This is an optimization exercise on Yosys and OpenROAD, whose aim is small area and a short achievable clock period, not a production implementation.
RTL that was checked went through simulation tests only; none was proved equivalent to the original.
Power is estimated from default activity; no workload was simulated.

Design MULTI_32bit, start of the top module:
module MULTI_32bit(clk, rst, A, B, F);
  input clk, rst;
  input [31:0] A;
  input [31:0] B;
  output reg [31:0] F;
  reg r1_s;
  reg [7:0] r1_e;
  reg r1_c0_0;
  reg r1_c0_1;
  reg r1_c1_0;
  reg r1_c2_0;
  reg r1_c3_0;
  reg r1_c3_1;
  reg r1_c3_2;
  reg r1_c4_0;
  reg r1_c4_1;
  reg r1_c5_0;
  reg r1_c5_1;
  reg r1_c6_0;
  reg r1_c6_1;
  reg r1_c6_2;
  reg r1_c6_3;
  reg r1_c7_0;
  reg r1_c7_1;
  reg r1_c7_2;
  reg r1_c8_0;
  reg r1_c8_1;
  reg r1_c8_2;
  reg r1_c9_0;
  reg r1_c9_1;
  reg r1_c9_2;
  reg r1_c9_3;
  reg r1_c9_4;
  reg r1_c10_0;
  reg r1_c10_1;
  reg r1_c10_2;
  reg r1_c10_3;
  reg r1_c11_0;
  reg r1_c11_1;
  reg r1_c11_2;
  reg r1_c11_3;
  reg r1_c12_0;
  reg r1_c12_1;
  reg r1_c12_2;
  reg r1_c12_3;
  reg r1_c12_4;
  reg r1_c12_5;
  reg r1_c13_0;
  reg r1_c13_1;
  reg r1_c13_2;
  reg r1_c13_3;
  reg r1_c13_4;
  reg r1_c14_0;
  reg r1_c14_1;
  reg r1_c14_2;
  reg r1_c14_3;
  reg r1_c14_4;
  reg r1_c15_0;
  reg r1_c15_1;
  reg r1_c15_2;
  reg r1_c15_3;
  reg r1_c15_4;
  reg r1_c15_5;
  reg r1_c15_6;
  reg r1_c16_0;
  reg r1_c16_1;
  reg r1_c16_2;
  reg r1_c16_3;
  reg r1_c16_4;
  reg r1_c16_5;
  reg r1_c17_0;
  reg r1_c17_1;
  reg r1_c17_2;
  reg r1_c17_3;
  reg r1_c17_4;
  reg r1_c17_5;
  reg r1_c18_0;
  reg r1_c18_1;
  reg r1_c18_2;
  reg r1_c18_3;
  reg r1_c18_4;
  reg r1_c18_5;
  reg r1_c18_6;
  reg r1_c18_7;
  reg r1_c19_0;
  reg r1_c19_1;
  reg r1_c19_2;
  reg r1_c19_3;
  reg r1_c19_4;
  reg r1_c19_5;
  reg r1_c19_6;
  reg r1_c20_0;
  reg r1_c20_1;
  reg r1_c20_2;
  reg r1_c20_3;
  reg r1_c20_4;
  reg r1_c20_5;
  reg r1_c20_6;
  reg r1_c21_0;
  reg r1_c21_1;
  reg r1_c21_2;
  reg r1_c21_3;
  reg r1_c21_4;
  reg r1_c21_5;
  reg r1_c21_6;
  reg r1_c21_7;
  reg r1_c21_8;
  reg r1_c22_0;
  reg r1_c22_1;
  reg r1_c22_2;
  reg r1_c22_3;
  reg r1_c22_4;
  reg r1_c22_5;
  reg r1_c22_6;
  reg r1_c22_7;
  reg r1_c23_0;
  reg r1_c23_1;
  reg r1_c23_2;
  reg r1_c23_3;
  reg r1_c23_4;
  reg r1_c23_5;
  reg r1_c23_6;
  reg r1_c23_7;
  reg r1_c24_0;
  reg r1_c24_1;
  reg r1_c24_2;
  reg r1_c24_3;
  reg r1_c24_4;
  reg r1_c24_5;
  reg r1_c24_6;
  reg r1_c24_7;
  reg r1_c24_8;
  reg r1_c25_0;
  reg r1_c25_1;
  reg r1_c25_2;
  reg r1_c25_3;
  ...
clock: 7.0 ns
lec_check: 0
abc_clock_period_in_ps: 2500
cap_margin: 20
core_margin: 2
core_utilization: 50
cts_buf_list: sky130_fd_sc_hd__clkbuf_16
cts_cluster_diameter: 80
cts_cluster_size: 30
setup_slack_margin: 4.3
slew_margin: 20
synth_hierarchical: 1
synth_minimum_keep_size: 0
standard.sh (not shown) runs the stock make flow with config.mk's settings and CLKGATE_MAP_FILE= SYNTH_SCRIPT=/design/flow/synth_recipe.tcl, a recipe that flattens the netlist after the stock synthesis.
==> flow/flow/run.sh <==
#!/bin/bash
# The standard layout, but with port buffers of a plain buffer cell
# (buffer_ports otherwise picks a delay cell, clkdlybuf4s50_1).
set -euo pipefail
export BUFFER_PORTS_ARGS="-buffer_cell sky130_fd_sc_hd__buf_4"
bash standard.sh > make_finish.log 2>&1
The baseline finished clean.
Next try:
--- a/flow/config.mk
+++ b/flow/config.mk
@@ -10,3 +10,3 @@
 export CORE_MARGIN = 2
-export CORE_UTILIZATION = 50
+export CORE_UTILIZATION = 40
 export CTS_BUF_LIST = sky130_fd_sc_hd__clkbuf_16
Hold slack got worse by 0.0096 ns; flip-flop and latch count is unchanged; clock-buffer cell count decreases by 1; worst setup slack got worse by 0.0054 ns; core utilization decreases by 11 points; routed wire length increases by about 3%; design area increases by 0.53%; non-clock buffer count decreases by 2; via count increases by about 0.46%; first-iteration DRC count increases by about 20%; final cell count increases by 4.1%.
Next try:
--- a/flow/config.mk
+++ b/flow/config.mk
@@ -10,3 +10,3 @@
 export CORE_MARGIN = 2
-export CORE_UTILIZATION = 40
+export CORE_UTILIZATION = 50
 export CTS_BUF_LIST = sky130_fd_sc_hd__clkbuf_16
@@ -14,3 +14,3 @@
 export CTS_CLUSTER_SIZE = 30
-export SETUP_SLACK_MARGIN = 4.3
+export SETUP_SLACK_MARGIN = 4.25
 export SLEW_MARGIN = 20
=>
- The new run completed without violations
- flip-flop and latch count is unchanged
- synthesized area stays the same
- global-route usage goes up by 4.9 points
- design area is lower by 1.3%

* * *

run 1:
MULTI_32bit, a different RTL version from the one above (not shown whole).
For scale: roughly 2400 cells after synthesis, ~460 flip-flops, roughly 98 I/O pins, about 25000 µm² of cells after synthesis.
==> flow/config.mk <==
export PLATFORM = sky130hd
export DESIGN_NAME = MULTI_32bit
export DESIGN_NICKNAME = MULTI_32bit
export VERILOG_FILES = /design/flow/design.v
export SDC_FILE = /design/flow/constraint.sdc
export NUM_CORES = 4
export LEC_CHECK = 0
export ABC_CLOCK_PERIOD_IN_PS = 2500
export CAP_MARGIN = 20
export CORE_MARGIN = 2
export CORE_UTILIZATION = 40
export SETUP_SLACK_MARGIN = 4.8
export SLEW_MARGIN = 20
==> flow/constraint.sdc <==
create_clock -name core_clock -period 7.0 [get_ports {clk}]
set_input_delay 1.4000 -clock core_clock [delete_from_list [all_inputs] [get_ports {clk}]]
set_output_delay 1.4000 -clock core_clock [all_outputs]
set_load 0.01 [all_outputs]
Scripts as last shown in full above: flow/flow/run.sh
Setup changes, run 1 to run 2
--- a/flow/config.mk
+++ b/flow/config.mk
@@ -12 +12 @@
-export SETUP_SLACK_MARGIN = 4.8
+export SETUP_SLACK_MARGIN = 4.0
[summary]
For run 2 and run 1, there was not a single run that failed to finish clean.
Comparing run 2 and run 1, the lower quantity of gates resized following cts was measured on run 2.
Relative to run 1, portion of total power attributed to the clock network has increased by 3.5 points in run 2.
Run 2 ended with less length of routed met3 wiring than run 1.
Compared to run 1, the router laid down less metal wire for run 2.
Comparing run 2 and run 1, the lower wire length of the first global-routing pass is on run 2.
The area growth from synthesis to final layout in run 2 sits 27 points below the value recorded for run 1.
Run 1 → run 2: total power shows a reduction of 20%, power attributed to combinational cells shows a reduction of about 30%, internal power of the cells shows a reduction of 2.0 mW, count of clock buffers in the final design shows a reduction of 1.5%.
Of run 2 and run 1, the run reporting the higher met2 track demand over resource in global routing was run 1.
Function was not checked in any run of this note: the RTL went through the layout flow alone.

-- re-timing with driven ports --
How much do the figures lean on ideal ports? The routed layouts below were timed once more, with nothing changed but the port constraints. Step 1 sets driving cells, clkbuf_16 on the clock port and buf_2 on the other inputs (assumed; they add their load-dependent delay and slew). Step 2 adds t to the input delays and takes it off the output delays; t is the mean of the earliest and latest rising clock arrival at the registers after step 1. Input paths then give back, and output paths get back, about the clock's delay inside the block. Slacks: ideal ports / drivers / drivers and shift; pairs: ideal ports / drivers.
| run | t (ns) | setup WS [ns] | worst setup path at the end | clock arrival spread, ns | pins driven straight from the clock port |
|---|---|---|---|---|---|
| the first run of note 1 | 0.633 | 4.326 / 4.349 / 3.717 | input to register | 0.032 / 0.032 | 1 |
| the second run of note 1 | 0.621 | 4.321 / 4.327 / 3.720 | input to register | 0.027 / 0.027 | 1 |
| the third run of note 1 | 0.645 | 4.289 / 4.313 / 3.669 | input to register | 0.024 / 0.024 | 1 |
| run 1 | 0.651 | 4.172 / 4.172 / 3.855 | input to register | 0.027 / 0.028 | 1 |
| run 2 | 0.655 | 4.018 / 4.050 / 3.397 | input to register | 0.032 / 0.031 | 1 |
After both steps setup and hold are still met in every run listed. For run 2, which loses most, drivers alone change the setup slack by +0.032 ns; drivers and shift together by -0.621 ns.
